From an optimization exercise on the open Yosys and OpenROAD flow, aimed at small area, a short achievable clock period and few clock cycles per item; shortcuts taken in it are not production practice.
Only simulation tests tie the RTL to the original design; equivalence was not proved.
Power is estimated from default activity; no workload was simulated.

`design/flow/flow/run.sh`:
```
#!/bin/bash
# Layout flow: the standard flow (standard.sh), unchanged for synthesis and
# floorplan/power grid, with these settings for the steps after synthesis:
#  - the delay cells (clkdlybuf4s*, dlygate4sd*, dlymetal6s*) join the platform's
#    don't-use list, so that port, fanout and repair buffers are plain buffers;
#  - timing repair may change a cell's footprint (MATCH_CELL_FOOTPRINT=0);
#  - timing repair aims 0.4 ns beyond the clock period (SETUP_SLACK_MARGIN=5.4)
#    using sizing, pin swaps and cloning only;
#  - clock tree synthesis clusters up to 24 sinks within 60 um per leaf buffer
#    and inserts no dummy loads (CTS_ARGS).
# Each step's output goes to a log file in the folder the flow runs in; ORFS keeps
# its own logs under orfs/logs.
set -euo pipefail
cd "$(dirname "$0")/.."
PLATFORM_DONT_USE="sky130_fd_sc_hd__probe_p_8 sky130_fd_sc_hd__probec_p_8 sky130_fd_sc_hd__lpflow_bleeder_1 sky130_fd_sc_hd__lpflow_clkbufkapwr_1 sky130_fd_sc_hd__lpflow_clkbufkapwr_16 sky130_fd_sc_hd__lpflow_clkbufkapwr_2 sky130_fd_sc_hd__lpflow_clkbufkapwr_4 sky130_fd_sc_hd__lpflow_clkbufkapwr_8 sky130_fd_sc_hd__lpflow_clkinvkapwr_1 sky130_fd_sc_hd__lpflow_clkinvkapwr_16 sky130_fd_sc_hd__lpflow_clkinvkapwr_2 sky130_fd_sc_hd__lpflow_clkinvkapwr_4 sky130_fd_sc_hd__lpflow_clkinvkapwr_8 sky130_fd_sc_hd__lpflow_decapkapwr_12 sky130_fd_sc_hd__lpflow_decapkapwr_3 sky130_fd_sc_hd__lpflow_decapkapwr_4 sky130_fd_sc_hd__lpflow_decapkapwr_6 sky130_fd_sc_hd__lpflow_decapkapwr_8 sky130_fd_sc_hd__lpflow_inputiso0n_1 sky130_fd_sc_hd__lpflow_inputiso0p_1 sky130_fd_sc_hd__lpflow_inputiso1n_1 sky130_fd_sc_hd__lpflow_inputiso1p_1 sky130_fd_sc_hd__lpflow_inputisolatch_1 sky130_fd_sc_hd__lpflow_isobufsrc_1 sky130_fd_sc_hd__lpflow_isobufsrc_16 sky130_fd_sc_hd__lpflow_isobufsrc_2 sky130_fd_sc_hd__lpflow_isobufsrc_4 sky130_fd_sc_hd__lpflow_isobufsrc_8 sky130_fd_sc_hd__lpflow_isobufsrckapwr_16 sky130_fd_sc_hd__lpflow_lsbuf_lh_hl_isowell_tap_1 sky130_fd_sc_hd__lpflow_lsbuf_lh_hl_isowell_tap_2 sky130_fd_sc_hd__lpflow_lsbuf_lh_hl_isowell_tap_4 sky130_fd_sc_hd__lpflow_lsbuf_lh_isowell_4 sky130_fd_sc_hd__lpflow_lsbuf_lh_isowell_tap_1 sky130_fd_sc_hd__lpflow_lsbuf_lh_isowell_tap_2 sky130_fd_sc_hd__lpflow_lsbuf_lh_isowell_tap_4"
DELAY_CELLS="sky130_fd_sc_hd__clkdlybuf4s15_1 sky130_fd_sc_hd__clkdlybuf4s15_2 sky130_fd_sc_hd__clkdlybuf4s18_1 sky130_fd_sc_hd__clkdlybuf4s18_2 sky130_fd_sc_hd__clkdlybuf4s25_1 sky130_fd_sc_hd__clkdlybuf4s25_2 sky130_fd_sc_hd__clkdlybuf4s50_1 sky130_fd_sc_hd__clkdlybuf4s50_2 sky130_fd_sc_hd__dlygate4sd1_1 sky130_fd_sc_hd__dlygate4sd2_1 sky130_fd_sc_hd__dlygate4sd3_1 sky130_fd_sc_hd__dlymetal6s2s_1 sky130_fd_sc_hd__dlymetal6s4s_1 sky130_fd_sc_hd__dlymetal6s6s_1"
bash standard.sh synth > synth.log 2>&1
bash standard.sh "DONT_USE_CELLS=$PLATFORM_DONT_USE $DELAY_CELLS" MATCH_CELL_FOOTPRINT=0 \
    SETUP_SLACK_MARGIN=5.4 SETUP_MOVE_SEQUENCE=sizeup,swap,clone \
    "CTS_ARGS=-sink_clustering_enable -repair_clock_nets -dont_use_dummy_load -sink_clustering_size 24 -sink_clustering_max_diameter 60" \
    finish > layout.log 2>&1
```
`design/flow/standard.sh`:
```
#!/bin/bash
# synth_recipe.tcl (not shown) runs the flow's synth.tcl, then flattens the netlist and writes it again
# the make line also repeats each setting of config.mk as NAME=value (left out here)
make -C /OpenROAD-flow-scripts/flow DESIGN_CONFIG=/design/flow/config.mk WORK_HOME=/design/flow/orfs CLKGATE_MAP_FILE= SYNTH_SCRIPT=/design/flow/synth_recipe.tcl "${@:-finish}"
```
`design/flow/config.mk`:
```
export PLATFORM = sky130hd
export DESIGN_NAME = CHIP
export DESIGN_NICKNAME = CHIP
export VERILOG_FILES = /design/flow/design.v
export SDC_FILE = /design/flow/constraint.sdc
export NUM_CORES = 4
export LEC_CHECK = 0
export CAP_MARGIN = 20
export CORE_MARGIN = 2
export CORE_UTILIZATION = 65
export SETUP_SLACK_MARGIN = 5
export SLEW_MARGIN = 20
export SYNTH_HIERARCHICAL = 1
export SYNTH_MINIMUM_KEEP_SIZE = 0
```
`design/flow/constraint.sdc`:
```
create_clock -name core_clock -period 8.0 [get_ports {CLK}]
set_input_delay 1.6000 -clock core_clock [delete_from_list [all_inputs] [get_ports {CLK}]]
set_output_delay 1.6000 -clock core_clock [all_outputs]
set_load 0.01 [all_outputs]
```
`design/flow/design.v`:
```
`timescale 1ns/1ps
module CHIP(CLK, RESET, ENABLE, DATA_IN, DATA_OUT, READY);
input           CLK;
input           RESET;
input           ENABLE;
input   [7:0]   DATA_IN;
output  [7:0]   DATA_OUT;
output          READY;
reg     [7:0]   DATA_OUT;
reg             READY;
reg     [4:0]   ph;
reg             stp;         
reg             st6;         
reg     [3:0]   one, two, neg;   
reg     [3:0]   onb, twb, ngb;   
reg             lo8;         
reg             enc;         
reg             e8;          
reg             e14;         
reg             st0;         
reg             r10;         
reg             stk;         
reg             x16;         
reg             x17;         
reg             o23;         
reg             o24;         
reg     [63:0]  A;
reg     [7:0]   bb;          
reg     [3:0]   eblo;        
reg     [53:0]  S;
reg     [53:0]  C;
reg     [7:0]   S_lo;
reg     [7:0]   C_lo;
reg             rcar;
reg             sticky;
reg     [7:0]   prev;
reg             p105r;       
reg             p105;        
reg             zf;
reg             ex;
reg             nanf;
reg             sgn;
reg             fbnz;
reg             fa0;         
reg             aE;          
reg             aZe;         
reg             cy;
reg     [4:0]   ph_n;
always @(*) begin
    if (ph == 5'd0) ph_n = ENABLE ? 5'd1 : 5'd0;
    else if (ph == 5'd25) ph_n = 5'd0;
    else ph_n = ph + 5'd1;
end
always @(posedge CLK or posedge RESET) begin
    if (RESET) ph <= 5'd0;
    else ph <= ph_n;
end
always @(posedge CLK)
    READY <= ~RESET & (ph >= 5'd17) & (ph <= 5'd24);
always @(posedge CLK) begin
    stp <= (ph_n >= 5'd9) && (ph_n <= 5'd15);
    st6 <= (ph_n == 5'd15);
    lo8 <= (ph_n < 5'd8);
    enc <= (ph_n >= 5'd8) && (ph_n <= 5'd14);
    e8  <= (ph_n == 5'd8);
    e14 <= (ph_n == 5'd14);
    st0 <= (ph_n == 5'd9);
    r10 <= (ph_n == 5'd10);
    stk <= (ph_n >= 5'd10) && (ph_n <= 5'd15);
    x16 <= (ph_n == 5'd16);
    x17 <= (ph_n == 5'd17);
    o23 <= (ph_n == 5'd23);
    o24 <= (ph_n == 5'd24);
end
always @(posedge CLK) begin
    if (ENABLE && lo8) A <= {DATA_IN, A[63:8]};
    else if (x16) A[62:52] <= A[62:52] + eb;
    else if (x17) A[62:52] <= ex ? 11'h7ff : zf ? 11'd0 : A[62:52] + {1'b1, 8'd0, p105r, ~p105r};
    bb <= DATA_IN;
    eblo <= bb[7:4];
end
wire [7:0]  m_n  = enc ? (e14 ? {4'b0001, DATA_IN[3:0]} : DATA_IN) : 8'd0;
wire [8:0]  mx   = {m_n, enc & ~e8 & bb[7]};
wire [54:0] am   = {1'b0, 1'b1, A[51:0], 1'b0};    
reg  [3:0]  one_n, two_n, neg_n;
integer k;
always @(*) begin
    for (k = 0; k < 4; k = k + 1) begin
        one_n[k] = mx[2*k+1] ^ mx[2*k];
        two_n[k] = (mx[2*k+2] & ~mx[2*k+1] & ~mx[2*k]) | (~mx[2*k+2] & mx[2*k+1] & mx[2*k]);
        neg_n[k] = mx[2*k+2] & ~(mx[2*k+1] & mx[2*k]);
    end
end
always @(posedge CLK) begin
    one <= one_n;
    two <= two_n;
    neg <= neg_n;
    onb <= ~one_n;
    twb <= ~two_n;
    ngb <= ~neg_n;
end
wire [3:0]  bias = {4{stp}} & ngb;
wire [51:0] kc = 52'hAAAAAAAAAAAAB;
function [53:0] brow;
    input o, t, n, ob, tb, nb;
    input [54:0] a;
    begin
        brow[26:0]  = (({27{o}} & a[27:1]) | ({27{t}} & a[26:0])) ^ {27{n}};
        brow[53:27] = (({27{~ob}} & a[54:28]) | ({27{~tb}} & a[53:27])) ^ {27{~nb}};
    end
endfunction
wire [53:0] x0 = brow(one[0], two[0], neg[0], onb[0], twb[0], ngb[0], am);
wire [53:0] x1 = brow(one[1], two[1], neg[1], onb[1], twb[1], ngb[1], am);
wire [53:0] x2 = brow(one[2], two[2], neg[2], onb[2], twb[2], ngb[2], am);
wire [53:0] x3 = brow(one[3], two[3], neg[3], onb[3], twb[3], ngb[3], am)
                 | {2'b00, {52{st6}} & kc};
wire [61:0] Sn, Cn;
wire fs1, fc1, fs2, fc2, fs3, fc3, fs4, fc4, fs5, fc5, fs6, fc6, fs7, fc7, fs8, fc8, fs9, fc9, fs10, fc10, fs11, fc11, fs12, fc12, fs13, fc13, fs14, fc14, fs15, fc15, fs16, fc16, fs17, fc17, fs18, fc18, fs19, fc19, fs20, fc20, fs21, fc21, fs22, fc22, fs23, fc23, fs24, fc24, fs25, fc25, fs26, fc26, fs27, fc27, fs28, fc28, fs29, fc29, fs30, fc30, fs31, fc31, fs32, fc32, fs33, fc33, fs34, fc34, fs35, fc35, fs36, fc36, fs37, fc37, fs38, fc38, fs39, fc39, fs40, fc40, fs41, fc41, fs42, fc42, fs43, fc43, fs44, fc44, fs45, fc45, fs46, fc46, fs47, fc47, fs48, fc48, fs49, fc49, fs50, fc50, fs51, fc51, fs52, fc52, fs53, fc53, fs54, fc54, fs55, fc55, fs56, fc56, fs57, fc57, fs58, fc58, fs59, fc59, fs60, fc60, fs61, fc61, fs62, fc62, fs63, fc63, fs64, fc64, fs65, fc65, fs66, fc66, fs67, fc67, fs68, fc68, fs69, fc69, fs70, fc70, fs71, fc71, fs72, fc72, fs73, fc73, fs74, fc74, fs75, fc75, fs76, fc76, fs77, fc77, fs78, fc78, fs79, fc79, fs80, fc80, fs81, fc81, fs82, fc82, fs83, fc83, fs84, fc84, fs85, fc85, fs86, fc86, fs87, fc87, fs88, fc88, fs89, fc89, fs90, fc90, fs91, fc91, fs92, fc92, fs93, fc93, fs94, fc94, fs95, fc95, fs96, fc96, fs97, fc97, fs98, fc98, fs99, fc99, fs100, fc100, fs101, fc101, fs102, fc102, fs103, fc103, fs104, fc104, fs105, fc105, fs106, fc106, fs107, fc107, fs108, fc108, fs109, fc109, fs110, fc110, fs111, fc111, fs112, fc112, fs113, fc113, fs114, fc114, fs115, fc115, fs116, fc116, fs117, fc117, fs118, fc118, fs119, fc119, fs120, fc120, fs121, fc121, fs122, fc122, fs123, fc123, fs124, fc124, fs125, fc125, fs126, fc126, fs127, fc127, fs128, fc128, fs129, fc129, fs130, fc130, fs131, fc131, fs132, fc132, fs133, fc133, fs134, fc134, fs135, fc135, fs136, fc136, fs137, fc137, fs138, fc138, fs139, fc139, fs140, fc140, fs141, fc141, fs142, fc142, fs143, fc143, fs144, fc144, fs145, fc145, fs146, fc146, fs147, fc147, fs148, fc148, fs149, fc149, fs150, fc150, fs151, fc151, fs152, fc152, fs153, fc153, fs154, fc154, fs155, fc155, fs156, fc156, fs157, fc157, fs158, fc158, fs159, fc159, fs160, fc160, fs161, fc161, fs162, fc162, fs163, fc163, fs164, fc164, fs165, fc165, fs166, fc166, fs167, fc167, fs168, fc168, fs169, fc169, fs170, fc170, fs171, fc171, fs172, fc172, fs173, fc173, fs174, fc174, fs175, fc175, fs176, fc176, fs177, fc177, fs178, fc178, fs179, fc179, fs180, fc180, fs181, fc181, fs182, fc182, fs183, fc183, fs184, fc184, fs185, fc185, fs186, fc186, fs187, fc187, fs188, fc188, fs189, fc189, fs190, fc190, fs191, fc191, fs192, fc192, fs193, fc193, fs194, fc194, fs195, fc195, fs196, fc196, fs197, fc197, fs198, fc198, fs199, fc199, fs200, fc200, fs201, fc201, fs202, fc202, fs203, fc203, fs204, fc204, fs205, fc205, fs206, fc206, fs207, fc207, fs208, fc208, fs209, fc209, fs210, fc210, hs211, hc211, fs212, fc212, hs213, hc213;
fa u1 (.a(S[0]), .b(C[0]), .c(neg[0]), .s(fs1), .co(fc1));
fa u2 (.a(S[1]), .b(C[1]), .c(x0[1]), .s(fs2), .co(fc2));
fa u3 (.a(S[2]), .b(C[2]), .c(neg[1]), .s(fs3), .co(fc3));
fa u4 (.a(x0[2]), .b(x1[0]), .c(fs3), .s(fs4), .co(fc4));
fa u5 (.a(S[3]), .b(C[3]), .c(x0[3]), .s(fs5), .co(fc5));
fa u6 (.a(x1[1]), .b(fc3), .c(fs5), .s(fs6), .co(fc6));
fa u7 (.a(S[4]), .b(C[4]), .c(neg[2]), .s(fs7), .co(fc7));
fa u8 (.a(x0[4]), .b(x1[2]), .c(x2[0]), .s(fs8), .co(fc8));
fa u9 (.a(fs7), .b(fc5), .c(fs8), .s(fs9), .co(fc9));
fa u10 (.a(S[5]), .b(C[5]), .c(x0[5]), .s(fs10), .co(fc10));
fa u11 (.a(x1[3]), .b(x2[1]), .c(fc7), .s(fs11), .co(fc11));
fa u12 (.a(fc8), .b(fs10), .c(fs11), .s(fs12), .co(fc12));
fa u13 (.a(S[6]), .b(C[6]), .c(neg[3]), .s(fs13), .co(fc13));
fa u14 (.a(x0[6]), .b(x1[4]), .c(x2[2]), .s(fs14), .co(fc14));
fa u15 (.a(x3[0]), .b(fs13), .c(fc10), .s(fs15), .co(fc15));
fa u16 (.a(fs14), .b(fc11), .c(fs15), .s(fs16), .co(fc16));
fa u17 (.a(S[7]), .b(C[7]), .c(x0[7]), .s(fs17), .co(fc17));
fa u18 (.a(x1[5]), .b(x2[3]), .c(x3[1]), .s(fs18), .co(fc18));
fa u19 (.a(fc13), .b(fc14), .c(fs17), .s(fs19), .co(fc19));
fa u20 (.a(fs18), .b(fc15), .c(fs19), .s(fs20), .co(fc20));
fa u21 (.a(S[8]), .b(C[8]), .c(x0[8]), .s(fs21), .co(fc21));
fa u22 (.a(x1[6]), .b(x2[4]), .c(x3[2]), .s(fs22), .co(fc22));
fa u23 (.a(fc17), .b(fc18), .c(fs21), .s(fs23), .co(fc23));
fa u24 (.a(fs22), .b(fc19), .c(fs23), .s(fs24), .co(fc24));
fa u25 (.a(S[9]), .b(C[9]), .c(x0[9]), .s(fs25), .co(fc25));
fa u26 (.a(x1[7]), .b(x2[5]), .c(x3[3]), .s(fs26), .co(fc26));
fa u27 (.a(fc21), .b(fc22), .c(fs25), .s(fs27), .co(fc27));
fa u28 (.a(fs26), .b(fc23), .c(fs27), .s(fs28), .co(fc28));
fa u29 (.a(S[10]), .b(C[10]), .c(x0[10]), .s(fs29), .co(fc29));
fa u30 (.a(x1[8]), .b(x2[6]), .c(x3[4]), .s(fs30), .co(fc30));
fa u31 (.a(fc25), .b(fc26), .c(fs29), .s(fs31), .co(fc31));
fa u32 (.a(fs30), .b(fc27), .c(fs31), .s(fs32), .co(fc32));
fa u33 (.a(S[11]), .b(C[11]), .c(x0[11]), .s(fs33), .co(fc33));
fa u34 (.a(x1[9]), .b(x2[7]), .c(x3[5]), .s(fs34), .co(fc34));
fa u35 (.a(fc29), .b(fc30), .c(fs33), .s(fs35), .co(fc35));
fa u36 (.a(fs34), .b(fc31), .c(fs35), .s(fs36), .co(fc36));
fa u37 (.a(S[12]), .b(C[12]), .c(x0[12]), .s(fs37), .co(fc37));
fa u38 (.a(x1[10]), .b(x2[8]), .c(x3[6]), .s(fs38), .co(fc38));
fa u39 (.a(fc33), .b(fc34), .c(fs37), .s(fs39), .co(fc39));
fa u40 (.a(fs38), .b(fc35), .c(fs39), .s(fs40), .co(fc40));
fa u41 (.a(S[13]), .b(C[13]), .c(x0[13]), .s(fs41), .co(fc41));
fa u42 (.a(x1[11]), .b(x2[9]), .c(x3[7]), .s(fs42), .co(fc42));
fa u43 (.a(fc37), .b(fc38), .c(fs41), .s(fs43), .co(fc43));
fa u44 (.a(fs42), .b(fc39), .c(fs43), .s(fs44), .co(fc44));
fa u45 (.a(S[14]), .b(C[14]), .c(x0[14]), .s(fs45), .co(fc45));
fa u46 (.a(x1[12]), .b(x2[10]), .c(x3[8]), .s(fs46), .co(fc46));
fa u47 (.a(fc41), .b(fc42), .c(fs45), .s(fs47), .co(fc47));
fa u48 (.a(fs46), .b(fc43), .c(fs47), .s(fs48), .co(fc48));
fa u49 (.a(S[15]), .b(C[15]), .c(x0[15]), .s(fs49), .co(fc49));
fa u50 (.a(x1[13]), .b(x2[11]), .c(x3[9]), .s(fs50), .co(fc50));
fa u51 (.a(fc45), .b(fc46), .c(fs49), .s(fs51), .co(fc51));
fa u52 (.a(fs50), .b(fc47), .c(fs51), .s(fs52), .co(fc52));
fa u53 (.a(S[16]), .b(C[16]), .c(x0[16]), .s(fs53), .co(fc53));
fa u54 (.a(x1[14]), .b(x2[12]), .c(x3[10]), .s(fs54), .co(fc54));
fa u55 (.a(fc49), .b(fc50), .c(fs53), .s(fs55), .co(fc55));
fa u56 (.a(fs54), .b(fc51), .c(fs55), .s(fs56), .co(fc56));
fa u57 (.a(S[17]), .b(C[17]), .c(x0[17]), .s(fs57), .co(fc57));
fa u58 (.a(x1[15]), .b(x2[13]), .c(x3[11]), .s(fs58), .co(fc58));
fa u59 (.a(fc53), .b(fc54), .c(fs57), .s(fs59), .co(fc59));
fa u60 (.a(fs58), .b(fc55), .c(fs59), .s(fs60), .co(fc60));
fa u61 (.a(S[18]), .b(C[18]), .c(x0[18]), .s(fs61), .co(fc61));
fa u62 (.a(x1[16]), .b(x2[14]), .c(x3[12]), .s(fs62), .co(fc62));
fa u63 (.a(fc57), .b(fc58), .c(fs61), .s(fs63), .co(fc63));
fa u64 (.a(fs62), .b(fc59), .c(fs63), .s(fs64), .co(fc64));
fa u65 (.a(S[19]), .b(C[19]), .c(x0[19]), .s(fs65), .co(fc65));
fa u66 (.a(x1[17]), .b(x2[15]), .c(x3[13]), .s(fs66), .co(fc66));
fa u67 (.a(fc61), .b(fc62), .c(fs65), .s(fs67), .co(fc67));
fa u68 (.a(fs66), .b(fc63), .c(fs67), .s(fs68), .co(fc68));
fa u69 (.a(S[20]), .b(C[20]), .c(x0[20]), .s(fs69), .co(fc69));
fa u70 (.a(x1[18]), .b(x2[16]), .c(x3[14]), .s(fs70), .co(fc70));
fa u71 (.a(fc65), .b(fc66), .c(fs69), .s(fs71), .co(fc71));
fa u72 (.a(fs70), .b(fc67), .c(fs71), .s(fs72), .co(fc72));
fa u73 (.a(S[21]), .b(C[21]), .c(x0[21]), .s(fs73), .co(fc73));
fa u74 (.a(x1[19]), .b(x2[17]), .c(x3[15]), .s(fs74), .co(fc74));
fa u75 (.a(fc69), .b(fc70), .c(fs73), .s(fs75), .co(fc75));
fa u76 (.a(fs74), .b(fc71), .c(fs75), .s(fs76), .co(fc76));
fa u77 (.a(S[22]), .b(C[22]), .c(x0[22]), .s(fs77), .co(fc77));
fa u78 (.a(x1[20]), .b(x2[18]), .c(x3[16]), .s(fs78), .co(fc78));
fa u79 (.a(fc73), .b(fc74), .c(fs77), .s(fs79), .co(fc79));
fa u80 (.a(fs78), .b(fc75), .c(fs79), .s(fs80), .co(fc80));
fa u81 (.a(S[23]), .b(C[23]), .c(x0[23]), .s(fs81), .co(fc81));
fa u82 (.a(x1[21]), .b(x2[19]), .c(x3[17]), .s(fs82), .co(fc82));
fa u83 (.a(fc77), .b(fc78), .c(fs81), .s(fs83), .co(fc83));
fa u84 (.a(fs82), .b(fc79), .c(fs83), .s(fs84), .co(fc84));
fa u85 (.a(S[24]), .b(C[24]), .c(x0[24]), .s(fs85), .co(fc85));
fa u86 (.a(x1[22]), .b(x2[20]), .c(x3[18]), .s(fs86), .co(fc86));
fa u87 (.a(fc81), .b(fc82), .c(fs85), .s(fs87), .co(fc87));
fa u88 (.a(fs86), .b(fc83), .c(fs87), .s(fs88), .co(fc88));
fa u89 (.a(S[25]), .b(C[25]), .c(x0[25]), .s(fs89), .co(fc89));
fa u90 (.a(x1[23]), .b(x2[21]), .c(x3[19]), .s(fs90), .co(fc90));
fa u91 (.a(fc85), .b(fc86), .c(fs89), .s(fs91), .co(fc91));
fa u92 (.a(fs90), .b(fc87), .c(fs91), .s(fs92), .co(fc92));
fa u93 (.a(S[26]), .b(C[26]), .c(x0[26]), .s(fs93), .co(fc93));
fa u94 (.a(x1[24]), .b(x2[22]), .c(x3[20]), .s(fs94), .co(fc94));
fa u95 (.a(fc89), .b(fc90), .c(fs93), .s(fs95), .co(fc95));
fa u96 (.a(fs94), .b(fc91), .c(fs95), .s(fs96), .co(fc96));
fa u97 (.a(S[27]), .b(C[27]), .c(x0[27]), .s(fs97), .co(fc97));
fa u98 (.a(x1[25]), .b(x2[23]), .c(x3[21]), .s(fs98), .co(fc98));
fa u99 (.a(fc93), .b(fc94), .c(fs97), .s(fs99), .co(fc99));
fa u100 (.a(fs98), .b(fc95), .c(fs99), .s(fs100), .co(fc100));
fa u101 (.a(S[28]), .b(C[28]), .c(x0[28]), .s(fs101), .co(fc101));
fa u102 (.a(x1[26]), .b(x2[24]), .c(x3[22]), .s(fs102), .co(fc102));
fa u103 (.a(fc97), .b(fc98), .c(fs101), .s(fs103), .co(fc103));
fa u104 (.a(fs102), .b(fc99), .c(fs103), .s(fs104), .co(fc104));
fa u105 (.a(S[29]), .b(C[29]), .c(x0[29]), .s(fs105), .co(fc105));
fa u106 (.a(x1[27]), .b(x2[25]), .c(x3[23]), .s(fs106), .co(fc106));
fa u107 (.a(fc101), .b(fc102), .c(fs105), .s(fs107), .co(fc107));
fa u108 (.a(fs106), .b(fc103), .c(fs107), .s(fs108), .co(fc108));
fa u109 (.a(S[30]), .b(C[30]), .c(x0[30]), .s(fs109), .co(fc109));
fa u110 (.a(x1[28]), .b(x2[26]), .c(x3[24]), .s(fs110), .co(fc110));
fa u111 (.a(fc105), .b(fc106), .c(fs109), .s(fs111), .co(fc111));
fa u112 (.a(fs110), .b(fc107), .c(fs111), .s(fs112), .co(fc112));
fa u113 (.a(S[31]), .b(C[31]), .c(x0[31]), .s(fs113), .co(fc113));
fa u114 (.a(x1[29]), .b(x2[27]), .c(x3[25]), .s(fs114), .co(fc114));
fa u115 (.a(fc109), .b(fc110), .c(fs113), .s(fs115), .co(fc115));
fa u116 (.a(fs114), .b(fc111), .c(fs115), .s(fs116), .co(fc116));
fa u117 (.a(S[32]), .b(C[32]), .c(x0[32]), .s(fs117), .co(fc117));
fa u118 (.a(x1[30]), .b(x2[28]), .c(x3[26]), .s(fs118), .co(fc118));
fa u119 (.a(fc113), .b(fc114), .c(fs117), .s(fs119), .co(fc119));
fa u120 (.a(fs118), .b(fc115), .c(fs119), .s(fs120), .co(fc120));
fa u121 (.a(S[33]), .b(C[33]), .c(x0[33]), .s(fs121), .co(fc121));
fa u122 (.a(x1[31]), .b(x2[29]), .c(x3[27]), .s(fs122), .co(fc122));
fa u123 (.a(fc117), .b(fc118), .c(fs121), .s(fs123), .co(fc123));
fa u124 (.a(fs122), .b(fc119), .c(fs123), .s(fs124), .co(fc124));
fa u125 (.a(S[34]), .b(C[34]), .c(x0[34]), .s(fs125), .co(fc125));
fa u126 (.a(x1[32]), .b(x2[30]), .c(x3[28]), .s(fs126), .co(fc126));
fa u127 (.a(fc121), .b(fc122), .c(fs125), .s(fs127), .co(fc127));
fa u128 (.a(fs126), .b(fc123), .c(fs127), .s(fs128), .co(fc128));
fa u129 (.a(S[35]), .b(C[35]), .c(x0[35]), .s(fs129), .co(fc129));
fa u130 (.a(x1[33]), .b(x2[31]), .c(x3[29]), .s(fs130), .co(fc130));
fa u131 (.a(fc125), .b(fc126), .c(fs129), .s(fs131), .co(fc131));
fa u132 (.a(fs130), .b(fc127), .c(fs131), .s(fs132), .co(fc132));
fa u133 (.a(S[36]), .b(C[36]), .c(x0[36]), .s(fs133), .co(fc133));
fa u134 (.a(x1[34]), .b(x2[32]), .c(x3[30]), .s(fs134), .co(fc134));
fa u135 (.a(fc129), .b(fc130), .c(fs133), .s(fs135), .co(fc135));
fa u136 (.a(fs134), .b(fc131), .c(fs135), .s(fs136), .co(fc136));
fa u137 (.a(S[37]), .b(C[37]), .c(x0[37]), .s(fs137), .co(fc137));
fa u138 (.a(x1[35]), .b(x2[33]), .c(x3[31]), .s(fs138), .co(fc138));
fa u139 (.a(fc133), .b(fc134), .c(fs137), .s(fs139), .co(fc139));
fa u140 (.a(fs138), .b(fc135), .c(fs139), .s(fs140), .co(fc140));
fa u141 (.a(S[38]), .b(C[38]), .c(x0[38]), .s(fs141), .co(fc141));
fa u142 (.a(x1[36]), .b(x2[34]), .c(x3[32]), .s(fs142), .co(fc142));
fa u143 (.a(fc137), .b(fc138), .c(fs141), .s(fs143), .co(fc143));
fa u144 (.a(fs142), .b(fc139), .c(fs143), .s(fs144), .co(fc144));
fa u145 (.a(S[39]), .b(C[39]), .c(x0[39]), .s(fs145), .co(fc145));
fa u146 (.a(x1[37]), .b(x2[35]), .c(x3[33]), .s(fs146), .co(fc146));
fa u147 (.a(fc141), .b(fc142), .c(fs145), .s(fs147), .co(fc147));
fa u148 (.a(fs146), .b(fc143), .c(fs147), .s(fs148), .co(fc148));
fa u149 (.a(S[40]), .b(C[40]), .c(x0[40]), .s(fs149), .co(fc149));
fa u150 (.a(x1[38]), .b(x2[36]), .c(x3[34]), .s(fs150), .co(fc150));
fa u151 (.a(fc145), .b(fc146), .c(fs149), .s(fs151), .co(fc151));
fa u152 (.a(fs150), .b(fc147), .c(fs151), .s(fs152), .co(fc152));
fa u153 (.a(S[41]), .b(C[41]), .c(x0[41]), .s(fs153), .co(fc153));
fa u154 (.a(x1[39]), .b(x2[37]), .c(x3[35]), .s(fs154), .co(fc154));
fa u155 (.a(fc149), .b(fc150), .c(fs153), .s(fs155), .co(fc155));
fa u156 (.a(fs154), .b(fc151), .c(fs155), .s(fs156), .co(fc156));
fa u157 (.a(S[42]), .b(C[42]), .c(x0[42]), .s(fs157), .co(fc157));
fa u158 (.a(x1[40]), .b(x2[38]), .c(x3[36]), .s(fs158), .co(fc158));
fa u159 (.a(fc153), .b(fc154), .c(fs157), .s(fs159), .co(fc159));
fa u160 (.a(fs158), .b(fc155), .c(fs159), .s(fs160), .co(fc160));
fa u161 (.a(S[43]), .b(C[43]), .c(x0[43]), .s(fs161), .co(fc161));
fa u162 (.a(x1[41]), .b(x2[39]), .c(x3[37]), .s(fs162), .co(fc162));
fa u163 (.a(fc157), .b(fc158), .c(fs161), .s(fs163), .co(fc163));
fa u164 (.a(fs162), .b(fc159), .c(fs163), .s(fs164), .co(fc164));
fa u165 (.a(S[44]), .b(C[44]), .c(x0[44]), .s(fs165), .co(fc165));
fa u166 (.a(x1[42]), .b(x2[40]), .c(x3[38]), .s(fs166), .co(fc166));
fa u167 (.a(fc161), .b(fc162), .c(fs165), .s(fs167), .co(fc167));
fa u168 (.a(fs166), .b(fc163), .c(fs167), .s(fs168), .co(fc168));
fa u169 (.a(S[45]), .b(C[45]), .c(x0[45]), .s(fs169), .co(fc169));
fa u170 (.a(x1[43]), .b(x2[41]), .c(x3[39]), .s(fs170), .co(fc170));
fa u171 (.a(fc165), .b(fc166), .c(fs169), .s(fs171), .co(fc171));
fa u172 (.a(fs170), .b(fc167), .c(fs171), .s(fs172), .co(fc172));
fa u173 (.a(S[46]), .b(C[46]), .c(x0[46]), .s(fs173), .co(fc173));
fa u174 (.a(x1[44]), .b(x2[42]), .c(x3[40]), .s(fs174), .co(fc174));
fa u175 (.a(fc169), .b(fc170), .c(fs173), .s(fs175), .co(fc175));
fa u176 (.a(fs174), .b(fc171), .c(fs175), .s(fs176), .co(fc176));
fa u177 (.a(S[47]), .b(C[47]), .c(x0[47]), .s(fs177), .co(fc177));
fa u178 (.a(x1[45]), .b(x2[43]), .c(x3[41]), .s(fs178), .co(fc178));
fa u179 (.a(fc173), .b(fc174), .c(fs177), .s(fs179), .co(fc179));
fa u180 (.a(fs178), .b(fc175), .c(fs179), .s(fs180), .co(fc180));
fa u181 (.a(S[48]), .b(C[48]), .c(x0[48]), .s(fs181), .co(fc181));
fa u182 (.a(x1[46]), .b(x2[44]), .c(x3[42]), .s(fs182), .co(fc182));
fa u183 (.a(fc177), .b(fc178), .c(fs181), .s(fs183), .co(fc183));
fa u184 (.a(fs182), .b(fc179), .c(fs183), .s(fs184), .co(fc184));
fa u185 (.a(S[49]), .b(C[49]), .c(x0[49]), .s(fs185), .co(fc185));
fa u186 (.a(x1[47]), .b(x2[45]), .c(x3[43]), .s(fs186), .co(fc186));
fa u187 (.a(fc181), .b(fc182), .c(fs185), .s(fs187), .co(fc187));
fa u188 (.a(fs186), .b(fc183), .c(fs187), .s(fs188), .co(fc188));
fa u189 (.a(S[50]), .b(C[50]), .c(x0[50]), .s(fs189), .co(fc189));
fa u190 (.a(x1[48]), .b(x2[46]), .c(x3[44]), .s(fs190), .co(fc190));
fa u191 (.a(fc185), .b(fc186), .c(fs189), .s(fs191), .co(fc191));
fa u192 (.a(fs190), .b(fc187), .c(fs191), .s(fs192), .co(fc192));
fa u193 (.a(S[51]), .b(C[51]), .c(x0[51]), .s(fs193), .co(fc193));
fa u194 (.a(x1[49]), .b(x2[47]), .c(x3[45]), .s(fs194), .co(fc194));
fa u195 (.a(fc189), .b(fc190), .c(fs193), .s(fs195), .co(fc195));
fa u196 (.a(fs194), .b(fc191), .c(fs195), .s(fs196), .co(fc196));
fa u197 (.a(S[52]), .b(C[52]), .c(x0[52]), .s(fs197), .co(fc197));
fa u198 (.a(x1[50]), .b(x2[48]), .c(x3[46]), .s(fs198), .co(fc198));
fa u199 (.a(fc193), .b(fc194), .c(fs197), .s(fs199), .co(fc199));
fa u200 (.a(fs198), .b(fc195), .c(fs199), .s(fs200), .co(fc200));
fa u201 (.a(S[53]), .b(C[53]), .c(x0[53]), .s(fs201), .co(fc201));
fa u202 (.a(x1[51]), .b(x2[49]), .c(x3[47]), .s(fs202), .co(fc202));
fa u203 (.a(fc197), .b(fc198), .c(fs201), .s(fs203), .co(fc203));
fa u204 (.a(fs202), .b(fc199), .c(fs203), .s(fs204), .co(fc204));
fa u205 (.a(bias[0]), .b(x1[52]), .c(x2[50]), .s(fs205), .co(fc205));
fa u206 (.a(x3[48]), .b(fc201), .c(fc202), .s(fs206), .co(fc206));
fa u207 (.a(fs205), .b(fc203), .c(fs206), .s(fs207), .co(fc207));
fa u208 (.a(x1[53]), .b(x2[51]), .c(x3[49]), .s(fs208), .co(fc208));
fa u209 (.a(fc205), .b(fs208), .c(fc206), .s(fs209), .co(fc209));
fa u210 (.a(bias[1]), .b(x2[52]), .c(x3[50]), .s(fs210), .co(fc210));
ha v211 (.a(fc208), .b(fs210), .s(hs211), .co(hc211));
fa u212 (.a(x2[53]), .b(x3[51]), .c(fc210), .s(fs212), .co(fc212));
ha v213 (.a(bias[2]), .b(x3[52]), .s(hs213), .co(hc213));
assign Sn = {1'b0, bias[3], x3[53], fc212, hc211, fc209, fc207, fc204, fc200, fc196, fc192, fc188, fc184, fc180, fc176, fc172, fc168, fc164, fc160, fc156, fc152, fc148, fc144, fc140, fc136, fc132, fc128, fc124, fc120, fc116, fc112, fc108, fc104, fc100, fc96, fc92, fc88, fc84, fc80, fc76, fc72, fc68, fc64, fc60, fc56, fc52, fc48, fc44, fc40, fc36, fc32, fc28, fc24, fc20, fc16, fc12, fc9, fc6, fc4, fc2, fc1, x0[0]};
assign Cn = {1'b0, 1'b0, hc213, hs213, fs212, hs211, fs209, fs207, fs204, fs200, fs196, fs192, fs188, fs184, fs180, fs176, fs172, fs168, fs164, fs160, fs156, fs152, fs148, fs144, fs140, fs136, fs132, fs128, fs124, fs120, fs116, fs112, fs108, fs104, fs100, fs96, fs92, fs88, fs84, fs80, fs76, fs72, fs68, fs64, fs60, fs56, fs52, fs48, fs44, fs40, fs36, fs32, fs28, fs24, fs20, fs16, fs12, fs9, fs6, fs4, fs2, fs1};
always @(posedge CLK) begin
    S <= Sn[61:8];
    C <= Cn[61:8];
    S_lo <= Sn[7:0];
    C_lo <= Cn[7:0];
end
wire        rcin = rcar & ~r10;
wire [9:0]  rsum = {1'b0, S_lo, rcin} + {1'b0, C_lo, rcin};
wire [7:0]  res  = rsum[8:1];
wire        rco  = rsum[9];
always @(posedge CLK) begin
    rcar <= rco;
    prev <= res;
    if (stk)
        sticky <= (~r10 & sticky) | (|((S_lo ^ C_lo) ^ {S_lo[6:0] | C_lo[6:0], rcin}));
end
reg  [48:0] tg, tp;
integer l, q;
always @(*) begin
    tg = S[48:0] & C[48:0];
    tp = S[48:0] | C[48:0];
    for (l = 1; l < 64; l = l * 2)
        for (q = 0; q < 49; q = q + 1)
            if ((q % (2 * l)) == 0 && q + l < 49) begin
                tg[q] = tg[q + l] | (tp[q + l] & tg[q]);
                tp[q] = tp[q + l] & tp[q];
            end
end
wire        c49  = tg[0] | (tp[0] & rco);
wire        hs49 = S[49] ^ C[49] ^ c49;
wire        aZ  = aZe & fa0;
wire [10:0] eb  = {bb[6:0], eblo};
wire        bE  = &eb;
wire        bZ  = ~|eb & ~fbnz;
wire        sa  = A[63];
wire        sb  = bb[7];
wire        s_n = aE ? (fa0 ? sa : ((bE & fbnz) ? sb : sa ^ sb))
                : bE ? (fbnz ? sb : (fa0 ? 1'b1 : sa ^ sb))
                : sa ^ sb;
always @(posedge CLK) begin
    p105r <= hs49;
    if (x17) p105 <= p105r;
    fa0 <= ~|A[51:0];
    aE  <= &A[62:52];
    aZe <= ~|A[62:52];
    if (stp)
        fbnz <= (~st0 & fbnz) | (|(st6 ? {4'd0, bb[3:0]} : bb));
    if (x16) begin
        zf   <= aE | bE | aZ | bZ;
        nanf <= (aE & fa0) | (bE & ~fbnz);
        sgn  <= s_n;
        ex   <= aE | bE;
    end
end
wire        ru1 = prev[4] & (prev[3] | prev[2] | prev[1] | prev[0] | sticky | prev[5]);
wire        ru0 = prev[3] & (prev[2] | prev[1] | prev[0] | sticky | prev[4]);
wire        ps  = x17 ? p105r : p105;
wire        ru  = p105r ? ru1 : ru0;
wire [7:0]  win = ps ? {res[4:0], prev[7:5]} : {res[3:0], prev[7:4]};
wire        cin = x17 ? ru : cy;
wire [7:0]  inc = win + {7'd0, cin};
always @(posedge CLK) begin
    cy <= cin & (&win);
    if (o24)
        DATA_OUT <= {sgn, A[62:56]};
    else if (o23)
        DATA_OUT <= {A[55:52], zf ? {nanf, 3'b000} : inc[3:0]};
    else
        DATA_OUT <= zf ? 8'd0 : inc;
end
endmodule
module fa(a, b, c, s, co);
input a, b, c;
output s, co;
assign s = a ^ b ^ c;
assign co = (a & b) | (a & c) | (b & c);
endmodule
module ha(a, b, s, co);
input a, b;
output s, co;
assign s = a ^ b;
assign co = a & b;
endmodule
```
==> impl_metrics.py, run 1 <==
metrics = {
    "status": {
        "status": "complete, no violations",
    },
    "yosys": {
        "syn_inst": 1659,
        "yosysUniqueCellTypes": 67,
        "synth_edf_count": 70,
        "seq_area_frac_synth_pct": 34.00,
        "ys_top_cells_by_area": "fa_1, dfxtp_1, edfxtp_1, xnor2_1, a22oi_1",
        "ys.flop_type": "dfxtp_1",
        "avgSynthCellArea_um2": 10.83,
        "synth_area_mm2": 0.01797,
        "async_flop_share_pct": 1.859,
        "yosys.area.top_type": "fa_1",
        "synth_top_area_share_pct": 23.84,
        "synth_warnings": 7,
        "synth-seq-cells": 269,
    },
    "sta": {
        "clock_skew_ns": 0.06473,
        "clock.fmax_ghz": 0.3804,
        "hold_viol_final": 0,
        "setup_viol": 0,
        "setup_tns_ns": 0,
        "final-max-slew-violation-count": 0,
        "fin_crit_ns": 2.629,
        "rsz0062_at_grt": "yes",
        "relSlewSlack_pct": 43.22,
        "period_share_pct": 32.86,
        "tightest_slew_ns": 0.8505,
        "whs_ns": 0.4239,
    },
    "placed_design": {
        "place_congestion": 0.8684,
        "dp_hpwl_um": 32090,
        "dp.cells": 1918,
        "placed_area_mm2": 0.01812,
        "portBuffers": 19,
    },
    "layout": {
        "final_nets": 1869,
        "final_util_pct": 72.04,
        "final_cells": 1945,
        "drive_above_1_share_pct": 12.78,
        "layout_commonest_cell": "fa_1",
        "seq_area_mm2": 0.006215,
        "multi_input_area_mm2": 0.01165,
        "final_cell_mix": "fa_1, xnor2_1, dfxtp_1, o22ai_1, a22oi_1",
        "fill_cells": 1997,
        "fin_area_mm2": 0.01947,
        "antenna_cells": 0,
        "area.growth.synth_to_final_pct": 8.319,
    },
    "critical_path": {
        "r2r_end": "C[25]",
        "path_cells": "o22ai_1 -> xnor2_1 -> fa_1 -> fa_1 -> fa_1",
        "rr_startpoint": "onb[0]",
        "max_stage_delay_ns": 0.61,
        "crit_cells": 5,
        "crit_buf_inv": 0,
        "end_kind": "flip-flop",
        "reg2regPathDepth": 5,
        "worst_setup_path_start_kind": "flip-flop",
        "critical-path-slowest-cell": "dfxtp_4",
        "crit_type": "flip-flop to flip-flop",
        "r2r_slack_ns": 5.37,
        "cp_max_fo": 26,
        "arrival_ns": 3.06,
        "path_common_cell": "fa_1",
        "cpLargestDelayFamily": "adder cells",
        "cp.required_ns": 8.43,
    },
    "die": {
        "fp.coreArea_mm2": 0.02703,
        "ioPinCount": 20,
        "die-area_mm2": 0.02900,
        "die_w_um": 170.3,
        "fp.dieH_um": 170.3,
        "rows": 60,
        "start_util_pct": 66.50,
    },
    "grt": {
        "antenna_found_initial": 0,
        "overflow": 0,
        "track_usage_pct": 31.20,
        "grt_max_degree": 64,
        "grt_pass1_wl_um": 70070,
        "grt_pass1_vias": 12870,
    },
    "detailed_routing": {
        "wl_per_cell_um": 22.57,
        "dr.pass1.iters": 5,
        "drtIter0Drc": 1114,
        "vias": 12460,
        "routed_wl_um": 43900,
        "antenna_left": 0,
        "via_per_inst": 6.406,
        "drcViolationCount": 0,
    },
    "clocking": {
        "insertion_delay_ns": 0.55,
        "hold_buffers": 0,
        "cts_tree": "yes",
        "clkSinkCount": 269,
        "cts_root_buffer": "clkbuf_16",
        "path_clk_slew_ns": 0.08,
        "ctsHtreeMaxLevel": 1,
        "cts_made_buffers": 26,
        "cts.path.max_buffers": 3,
    },
    "job": {
        "cap_violations": 0,
    },
    "min_path": {
        "worstHoldEndpoint": "eblo[0]",
        "hold_class": "flip-flop to flip-flop",
        "hold_depth": 0,
        "holdCritStartpoint": "bb[4]",
    },
    "power": {
        "worst_ir_drop_vdd_mv": 0.2655,
        "p_leak_nw": 7.488,
        "p_per_area_mw_per_mm2": 491.7,
    },
}
## through the flow
step	power (mW)	setup slack [ns]
after floorplan	6.637	5.384
after global placement	8.014	4.281
after detailed placement	8.294	4.355
after CTS	9.448	5.375
after global routing	10.47	5.291
final	9.572	5.371
## worst register-to-register path, delay by kind of cell (launching register included)
kind / cells / cell delay [ns]
AO/OA/AOI/OAI: 1 / 0.19
flip-flops: 1 / 0.61
XOR/XNOR: 1 / 0.27
adder cells (fa/ha/maj): 3 / 1.43
## modules after synthesis, one instance, submodules excluded
module | times used | cells inside
fa | 211 | 1
CHIP | 1 | 1446
ha | 2 | 1
## metal layers
layer	vias to the layer above	part of all wire, %	track usage [%]
li1	5643	-	-
met1	6285	43	44.62
met2	448	47	50.72
met3	83	6.7	4.442
met4	0	2.7	7.729
met5	-	0	0
## final cells by class
| cell class | count | area share (%) |
|---|---|---|
| tap | 341 | 2.192 |
| timing repair buffer | 28 | 1.157 |
| inverter | 75 | 1.536 |
| clock buffer | 26 | 3.342 |
| multi-input combinational | 1206 | 59.85 |
| sequential | 269 | 31.92 |
## sequential cells by signal, indices dropped and copies added (netlist names), 4 cells and up
register	cells
A	64
C	52
C_lo	8
DATA_OUT	8
S	53
S_lo	8
bb	8
eblo	4
neg	4
ngb	4
onb	4
one	4
ph	5
prev	8
twb	4
two	4
## Yosys cell counts, drive strengths merged, types with 12 or more instances
cell,n
a211oi,12
a21oi,51
a22oi,110
a31oi,17
and2,13
buf,29
clkbuf,83
dfxtp,194
edfxtp,70
fa,214
ha,38
inv,75
nand2,59
nand2b,35
nand3,23
nor2,78
nor2b,14
nor3,17
nor4,24
o21ai,46
o22ai,116
xnor2,204
xor2,50
## kinds of logic after synthesis
group	synth area share [%]
xor+xnor	12.38
other cells	0.02086
compound gates	14.38
buf+inv	3.933
mux	0.1879
simple gates	8.333
flops	34.00
fa+ha+maj	26.77
## how the worst max path moves through the flow
stage / slack (ns) / startpoint / to
2_1_floorplan: 5.38 / ENABLE / o24
3_3_place_gp: 4.28 / ngb[0] / C[39]
3_5_place_dp: 4.35 / neg[1] / C[13]
4_1_cts: 5.37 / onb[0] / C[19]
5_1_grt: 5.29 / A[24] / C[24]
6_report: 5.37 / onb[0] / C[25]
## what timing repair did
item,CTS,global route
setup buffers,0,0
pin swaps,9,45
cloned,1,0
resized for setup,132,115
setup endpoints to repair,127,83
## power by group
| part | internal [mW] | switching [mW] | total [mW] |
|---|---|---|---|
| Clock | 0.566 | 0.487 | 1.05 |
| Sequential | 2.08 | 0.897 | 2.98 |
| Combinational | 2.62 | 2.92 | 5.54 |
| Total | 5.27 | 4.30 | 9.57 |
Testbench counts, summed over its fixed seeds: cycles 9,984, items 384.
==> inputs of run 2 (changes only) <==
--- a/design/flow/flow/run.sh
+++ b/design/flow/flow/run.sh
@@ -5,7 +5,7 @@
 #    don't-use list, so that port, fanout and repair buffers are plain buffers;
 #  - timing repair may change a cell's footprint (MATCH_CELL_FOOTPRINT=0);
 #  - timing repair aims 0.4 ns beyond the clock period (SETUP_SLACK_MARGIN=5.4)
-#    using sizing, pin swaps and cloning only;
+#    using sizing, pin swaps, buffering and cloning;
 #  - clock tree synthesis clusters up to 24 sinks within 60 um per leaf buffer
 #    and inserts no dummy loads (CTS_ARGS).
 # Each step's output goes to a log file in the folder the flow runs in; ORFS keeps
@@ -16,6 +16,6 @@
 DELAY_CELLS="sky130_fd_sc_hd__clkdlybuf4s15_1 sky130_fd_sc_hd__clkdlybuf4s15_2 sky130_fd_sc_hd__clkdlybuf4s18_1 sky130_fd_sc_hd__clkdlybuf4s18_2 sky130_fd_sc_hd__clkdlybuf4s25_1 sky130_fd_sc_hd__clkdlybuf4s25_2 sky130_fd_sc_hd__clkdlybuf4s50_1 sky130_fd_sc_hd__clkdlybuf4s50_2 sky130_fd_sc_hd__dlygate4sd1_1 sky130_fd_sc_hd__dlygate4sd2_1 sky130_fd_sc_hd__dlygate4sd3_1 sky130_fd_sc_hd__dlymetal6s2s_1 sky130_fd_sc_hd__dlymetal6s4s_1 sky130_fd_sc_hd__dlymetal6s6s_1"
 bash standard.sh synth > synth.log 2>&1
 bash standard.sh "DONT_USE_CELLS=$PLATFORM_DONT_USE $DELAY_CELLS" MATCH_CELL_FOOTPRINT=0 \
-    SETUP_SLACK_MARGIN=5.4 SETUP_MOVE_SEQUENCE=sizeup,swap,clone \
+    SETUP_SLACK_MARGIN=5.4 SETUP_MOVE_SEQUENCE=sizeup,swap,buffer,clone \
     "CTS_ARGS=-sink_clustering_enable -repair_clock_nets -dont_use_dummy_load -sink_clustering_size 24 -sink_clustering_max_diameter 60" \
     finish > layout.log 2>&1
==> run 2 against run 1 <==
Compared with the run above: die area is the same; maximum frequency shrank 0.85%; register-to-register slack lost 0.02 ns; clock power is essentially flat; via count grew 3.0%; global-route usage is essentially flat; final cell count grew 4.2%.
==> impl_metrics.py, run 2 <==
metrics = {
    "status": {
        "status": "complete, no violations",
    },
    "die": {
        "ioPinCount": 20,
        "fp.dieH_um": 170.3,
        "die_w_um": 170.3,
        "die-area_mm2": 0.02900,
        "rows": 60,
        "start_util_pct": 66.50,
        "fp.coreArea_mm2": 0.02703,
    },
    "yosys": {
        "synth_area_mm2": 0.01797,
        "ys.flop_type": "dfxtp_1",
        "synth-seq-cells": 269,
        "seq_area_frac_synth_pct": 34.00,
        "synth_warnings": 7,
        "synth_edf_count": 70,
        "synth_top_area_share_pct": 23.84,
        "yosysUniqueCellTypes": 67,
        "async_flop_share_pct": 1.859,
        "yosys.area.top_type": "fa_1",
        "avgSynthCellArea_um2": 10.83,
        "synth_common_cells": "fa_1, xnor2_1, dfxtp_1",
        "synth_most_common_cell": "fa_1",
        "syn_inst": 1659,
        "ys_top_cells_by_area": "fa_1, dfxtp_1, edfxtp_1, xnor2_1, a22oi_1",
    },
    "placed_design": {
        "place_ws_ns": 4.355,
        "dp_hpwl_um": 32090,
        "place_congestion": 0.8684,
        "portBuffers": 19,
    },
    "detailed_routing": {
        "dr_wl_met3_um": 3083,
        "wl_per_cell_um": 22.07,
        "dr.pass1.iters": 5,
        "wl_met2_um": 21330,
        "drcViolationCount": 0,
        "routed_wl_um": 44710,
        "route.top_layer_used": "met4",
        "via_per_inst": 6.335,
        "wl_met1_um": 19140,
        "drtIter0Drc": 1210,
        "vias": 12840,
        "antenna_left": 0,
    },
    "grt": {
        "track_usage_pct": 31.22,
        "antenna_found_initial": 0,
        "grt_pass1_wl_um": 70050,
        "grt_max_degree": 64,
        "grt_pass1_vias": 12890,
        "overflow": 0,
    },
    "critical_path": {
        "startpoint": "onb[0]",
        "crit_buf_inv": 0,
        "r2r_slack_ns": 5.35,
        "max_stage_delay_ns": 0.63,
        "end_kind": "flip-flop",
        "critical-path-slowest-cell": "dfxtp_4",
        "arrival_ns": 3.05,
        "worst_setup_path_start_kind": "flip-flop",
        "rr_startpoint": "onb[0]",
        "path_common_cell": "fa_1",
        "crit_type": "flip-flop to flip-flop",
        "cp_max_fo": 26,
        "cp.required_ns": 8.40,
        "cpLargestDelayFamily": "adder cells",
        "path_cells": "o22ai_2 -> xnor2_1 -> fa_1 -> fa_1 -> fa_1",
    },
    "clocking": {
        "ctsHtreeMaxLevel": 1,
        "path_clk_slew_ns": 0.09,
        "hold_buffers": 0,
        "cts_made_buffers": 26,
        "clkSinkCount": 269,
        "cts_tree": "yes",
        "cts_root_buffer": "clkbuf_16",
        "insertion_delay_ns": 0.57,
        "cts.path.max_buffers": 3,
    },
    "sta": {
        "setup_viol": 0,
        "tightest_slew_ns": 0.8564,
        "worst_slack_ns": 5.349,
        "clock.fmax_ghz": 0.3772,
        "final-max-slew-violation-count": 0,
        "relSlewSlack_pct": 42.83,
        "rsz0062_at_grt": "yes",
        "period_share_pct": 33.14,
        "clock_skew_ns": 0.06755,
        "hold_viol_final": 0,
        "fin_crit_ns": 2.651,
        "setup_tns_ns": 0,
    },
    "power": {
        "p_leak_nw": 7.772,
        "p_per_area_mw_per_mm2": 486.8,
        "worst_ir_drop_vdd_mv": 0.2647,
    },
    "min_path": {
        "hold_class": "flip-flop to flip-flop",
        "holdCritStartpoint": "bb[4]",
    },
    "layout": {
        "antenna_cells": 0,
        "final_cell_mix": "fa_1, xnor2_1, dfxtp_1, o22ai_1, a22oi_1",
        "largest_reg_flops": 64,
        "area.growth.synth_to_final_pct": 10.57,
        "layout_commonest_cell": "fa_1",
        "largest_register": "A",
        "final_util_pct": 73.54,
        "drive_above_1_share_pct": 14.12,
        "reg_top3": "A: 64 flops, S: 53 flops, C: 52 flops",
        "final_nets": 1950,
    },
    "job": {
        "cap_violations": 0,
    },
}
[run 2: cell count changes in the layout (fill, tap and decap cells not counted), sizes merged]
cell / before / now
mux2i: 4 / 3
buf: 27 / 107
clkbuf: 27 / 29
[run 2: area by class of cell]
type	instances	area (um^2)
Inverter	75	294.0
Timing Repair Buffer	110	694.4
Multi-Input combinational cell	1205	11600
Clock buffer	26	650.6
Tap cell	341	426.7
Fill cell	1935	7152
Sequential cell	269	6211
[run 2: what timing repair did]
| action | in CTS | in global routing |
|---|---|---|
| pin swaps | 0 | 39 |
| setup endpoints to repair | 127 | 80 |
| gates resized for setup | 114 | 124 |
| setup buffers | 25 | 57 |
[run 2: worst paths after layout]
kind	end	depth (start not counted)
setup / recovery	C[39]	5
hold / removal	eblo[0]	0
hold reg to reg	eblo[0]	0
max in group asynchronous	ph[1]	2
setup reg to reg	C[39]	5
min in group asynchronous	ph[0]	2
[run 2: metal layers]
metal | up-vias | track usage [%]
met5 | - | 0
li1 | 5811 | -
met4 | 0 | 7.952
met2 | 521 | 50.60
met3 | 78 | 4.558
met1 | 6425 | 44.62
[run 2: stage by stage]
stage                     cells  total power [mW]  instance area, um^2  hold WS [ns]
after detailed placement   1918             8.294                18120        0.4060
after CTS                  1969             9.453                19080        0.4239
final                      2026             9.675                19870        0.4166
after global routing       2026             10.56                19870        0.4278
after global placement     1917             8.014                18110        0.4041
after floorplan            1661             6.637                18070        0.3697
[run 2: cells by family (layout without fill, tap and decap cells)]
group | count (synthesis) | count (layout) | share of synthesized area, %
compound gates | 391 | 391 | 14.38
xor+xnor | 254 | 254 | 12.38
fa+ha+maj | 257 | 257 | 26.77
buf+inv | 187 | 211 | 3.933
flops | 269 | 269 | 34.00
mux | 3 | 3 | 0.1879
other cells | 1 | 3 | 0.02086
simple gates | 297 | 297 | 8.333
[run 2: modules after synthesis (local to each module, per instance)]
module | copies in the design | cell area (um^2) | flip-flops and latches | cells inside
CHIP | 1 | 13720 | 269 | 1446
ha | 2 | 12.51 | 0 | 1
fa | 211 | 20.02 | 0 | 1
[run 2: power breakdown]
| group | switching [mW] | total, mW | internal [mW] |
|---|---|---|---|
| clock network | 0.488 | 1.05 | 0.566 |
| logic | 3.04 | 5.73 | 2.69 |
| registers | 0.812 | 2.89 | 2.08 |
==> inputs of run 3 (changes only) <==
--- a/design/flow/flow/run.sh
+++ b/design/flow/flow/run.sh
@@ -5,8 +5,8 @@
 #    don't-use list, so that port, fanout and repair buffers are plain buffers;
 #  - timing repair may change a cell's footprint (MATCH_CELL_FOOTPRINT=0);
 #  - timing repair aims 0.4 ns beyond the clock period (SETUP_SLACK_MARGIN=5.4)
-#    using sizing, pin swaps, buffering and cloning;
-#  - clock tree synthesis clusters up to 24 sinks within 60 um per leaf buffer
+#    using sizing, pin swaps and cloning only;
+#  - clock tree synthesis clusters up to 28 sinks within 70 um per leaf buffer
 #    and inserts no dummy loads (CTS_ARGS).
 # Each step's output goes to a log file in the folder the flow runs in; ORFS keeps
 # its own logs under orfs/logs.
@@ -16,6 +16,6 @@
 DELAY_CELLS="sky130_fd_sc_hd__clkdlybuf4s15_1 sky130_fd_sc_hd__clkdlybuf4s15_2 sky130_fd_sc_hd__clkdlybuf4s18_1 sky130_fd_sc_hd__clkdlybuf4s18_2 sky130_fd_sc_hd__clkdlybuf4s25_1 sky130_fd_sc_hd__clkdlybuf4s25_2 sky130_fd_sc_hd__clkdlybuf4s50_1 sky130_fd_sc_hd__clkdlybuf4s50_2 sky130_fd_sc_hd__dlygate4sd1_1 sky130_fd_sc_hd__dlygate4sd2_1 sky130_fd_sc_hd__dlygate4sd3_1 sky130_fd_sc_hd__dlymetal6s2s_1 sky130_fd_sc_hd__dlymetal6s4s_1 sky130_fd_sc_hd__dlymetal6s6s_1"
 bash standard.sh synth > synth.log 2>&1
 bash standard.sh "DONT_USE_CELLS=$PLATFORM_DONT_USE $DELAY_CELLS" MATCH_CELL_FOOTPRINT=0 \
-    SETUP_SLACK_MARGIN=5.4 SETUP_MOVE_SEQUENCE=sizeup,swap,buffer,clone \
-    "CTS_ARGS=-sink_clustering_enable -repair_clock_nets -dont_use_dummy_load -sink_clustering_size 24 -sink_clustering_max_diameter 60" \
+    SETUP_SLACK_MARGIN=5.4 SETUP_MOVE_SEQUENCE=sizeup,swap,clone \
+    "CTS_ARGS=-sink_clustering_enable -repair_clock_nets -dont_use_dummy_load -sink_clustering_size 28 -sink_clustering_max_diameter 70" \
     finish > layout.log 2>&1
==> run 3 against run 2 <==
Compared with the run above: still clean on timing, DRC and antenna; register-to-register slack barely moved; final cell count decreased by 4.2%; die area unchanged; setup slack lost 0.011 ns; critical path type unchanged; largest power group unchanged.
==> impl_metrics.py, run 3 <==
metrics = {
    "power": {
        "p_per_area_mw_per_mm2": 489.7,
        "p_leak_nw": 7.404,
        "worst_ir_drop_vdd_mv": 0.2766,
    },
    "yosys": {
        "synth-seq-cells": 269,
        "yosys.area.top_type": "fa_1",
        "syn_inst": 1659,
        "synth_edf_count": 70,
        "synth_warnings": 7,
        "avgSynthCellArea_um2": 10.83,
        "synth_top_area_share_pct": 23.84,
        "seq_area_frac_synth_pct": 34.00,
        "ys_top_cells_by_area": "fa_1, dfxtp_1, edfxtp_1, xnor2_1, a22oi_1",
        "ys.flop_type": "dfxtp_1",
        "async_flop_share_pct": 1.859,
        "yosysUniqueCellTypes": 67,
        "synth_common_cells": "fa_1, xnor2_1, dfxtp_1",
        "synth_most_common_cell": "fa_1",
        "synth_area_mm2": 0.01797,
    },
    "min_path": {
        "hold_class": "flip-flop to flip-flop",
    },
    "clocking": {
        "cts_root_buffer": "clkbuf_16",
        "cts_tree": "yes",
        "clkSinkCount": 269,
        "cts_made_buffers": 21,
        "ctsHtreeMaxLevel": 1,
        "insertion_delay_ns": 0.54,
        "cts.path.max_buffers": 3,
        "path_clk_slew_ns": 0.09,
    },
    "sta": {
        "relSlewSlack_pct": 41.30,
        "setup_tns_ns": 0,
        "clock_skew_ns": 0.05613,
        "period_share_pct": 33.28,
        "final-max-slew-violation-count": 0,
        "tightest_slew_ns": 0.8793,
        "rsz0062_at_grt": "yes",
        "setup_viol": 0,
        "fin_crit_ns": 2.662,
        "hold_viol_final": 0,
        "worst_slack_ns": 5.338,
        "clock.fmax_ghz": 0.3756,
    },
    "layout": {
        "antenna_cells": 0,
        "fin_area_mm2": 0.01930,
        "layout_commonest_cell": "fa_1",
        "reg_top3": "A: 64 flops, S: 53 flops, C: 52 flops",
        "drive_above_1_share_pct": 12.13,
        "final_nets": 1865,
        "largest_register": "A",
        "area.growth.synth_to_final_pct": 7.393,
        "largest_reg_flops": 64,
        "final_cell_mix": "fa_1, xnor2_1, dfxtp_1, o22ai_1, a22oi_1",
    },
    "critical_path": {
        "end_kind": "flip-flop",
        "crit_type": "flip-flop to flip-flop",
        "path_common_cell": "fa_1",
        "cpLargestDelayFamily": "adder cells",
        "crit_buf_inv": 0,
        "arrival_ns": 3.06,
        "worst_setup_path_start_kind": "flip-flop",
        "path_cells": "a22oi_1 -> xnor2_1 -> fa_1 -> fa_1 -> fa_1",
        "cp_max_fo": 10,
        "critical-path-slowest-cell": "edfxtp_1",
        "max_stage_delay_ns": 0.70,
        "cp.required_ns": 8.40,
    },
    "grt": {
        "grt_max_degree": 64,
        "met3_usage_pct": 2.651,
        "top_usage_layer": "met2",
        "track_usage_pct": 31.11,
        "overflow": 0,
        "grt_pass1_wl_um": 69810,
        "antenna_found_initial": 1,
        "grtUsageMet1_pct": 45.60,
        "met2_usage_pct": 50.51,
        "grt_pass1_vias": 12800,
    },
    "detailed_routing": {
        "drcViolationCount": 0,
        "routed_wl_um": 43970,
        "wl_per_cell_um": 22.65,
        "antenna_left": 0,
        "drtIter0Drc": 1139,
        "via_per_inst": 6.438,
        "vias": 12500,
        "dr.pass1.iters": 6,
    },
    "die": {
        "start_util_pct": 66.50,
        "ioPinCount": 20,
        "fp.dieH_um": 170.3,
        "die-area_mm2": 0.02900,
        "fp.coreArea_mm2": 0.02703,
        "die_w_um": 170.3,
        "rows": 60,
    },
    "placed_design": {
        "portBuffers": 19,
        "place_ws_ns": 4.355,
        "place_congestion": 0.8684,
        "placed_area_mm2": 0.01812,
        "dp_hpwl_um": 32090,
    },
    "status": {
        "status": "complete, no violations",
    },
    "job": {
        "cap_violations": 0,
    },
}
-- run 3: cell counts after synthesis --
Identical to the previous run, type by type.
-- run 3: per-module statistics from Yosys, one instance, submodules excluded --
module / flip-flops and latches / times used / cells
ha: 0 / 2 / 1
CHIP: 269 / 1 / 1446
fa: 0 / 211 / 1
-- run 3: layout make-up --
| cell class | instances | area [um^2] |
|---|---|---|
| Timing Repair Buffer | 28 | 207.7 |
| Inverter | 75 | 309.0 |
| Clock buffer | 21 | 525.5 |
| Tap cell | 341 | 426.7 |
| Multi-Input combinational cell | 1207 | 11620 |
| Sequential cell | 269 | 6212 |
| Fill cell | 2003 | 7724 |
-- run 3: timing repair --
item,CTS,global route
pin swaps,9,39
gates resized for setup,126,112
gates cloned,1,1
hold buffers,0,0
setup endpoints to repair,124,91
setup buffers,0,0
-- run 3: worst register-to-register path: stages (launching register included) --
cell and delay (ns):
edfxtp_1 0.70, a22oi_1 0.20, xnor2_1 0.23, fa_1 0.47
fa_1 0.54, fa_1 0.41
-- run 3: worst paths after layout --
check                      startpoint  endpoint  slack [ns]  depth (start not counted)
setup / recovery                A[12]      C[4]        5.34                          5
hold / removal                  bb[4]   eblo[0]        0.43                          0
setup reg to reg                A[12]      C[4]        5.34                          5
hold reg to reg                 bb[4]   eblo[0]        0.43                          0
max in group asynchronous       RESET     ph[4]        6.83                          2
min in group asynchronous       RESET     ph[0]        0.93                          2
-- run 3: routing by layer --
metal	vias up	share of wire (%)
met5	-	0
met4	0	2.6
met3	73	6.3
met2	493	47
met1	6302	44
li1	5629	-
-- run 3: report_power, final --
group / switching [mW] / leakage, nW / internal (mW)
sequential: 0.900 / 2.34 / 2.08
clock: 0.464 / 0.259 / 0.463
combinational: 2.93 / 4.80 / 2.62
-- run 3: kinds of logic after synthesis --
group | count (synthesis) | synth area share, %
compound gates | 391 | 14.38
flops | 269 | 34.00
buf+inv | 187 | 3.933
xor+xnor | 254 | 12.38
fa+ha+maj | 257 | 26.77
other cells | 1 | 0.02086
simple gates | 297 | 8.333
mux | 3 | 0.1879
-- run 3: per-stage QoR --
step,util [%],hold slack (ns),cells,power (mW)
after detailed placement,67.06,0.4060,1918,8.294
after global routing,71.42,0.4361,1941,10.32
after floorplan,-,0.3697,1661,6.637
after CTS,69.88,0.4245,1940,9.328
after global placement,67.00,0.4041,1917,8.014
final,71.42,0.4254,1941,9.453

[static timing again, ports no longer ideal]
Ports are ideal in the flow. The routed layouts listed here were re-timed in OpenROAD.
Step 1 sets driving cells, clkbuf_16 on the clock port and buf_2 on the other inputs (assumed; they add their load-dependent delay and slew).
Step 2 times the ports against the registers' clock, not the clock port: input delays grow and output delays shrink by t, the midpoint of the rising clock arrivals with the driver on.
Three values: ideal, step 1, step 2; two values: the first two.
run	shift t [ns]	slack for setup (ns)	hold slack, ns	worst setup path after step 2	worst register clock-pin slew, ns
run 1	0.583	5.371 / 5.364 / 4.935	0.424 / 0.424 / 0.424	input to register	0.09 / 0.09
run 2	0.581	5.349 / 5.349 / 4.937	0.417 / 0.417 / 0.417	input to register	0.09 / 0.09
run 3	0.571	5.338 / 5.338 / 4.933	0.425 / 0.425 / 0.425	input to register	0.10 / 0.10
After both steps every run listed still meets setup and hold. For run 1, which loses most, drivers alone change the setup slack by -0.007 ns; drivers and shift together by -0.436 ns.
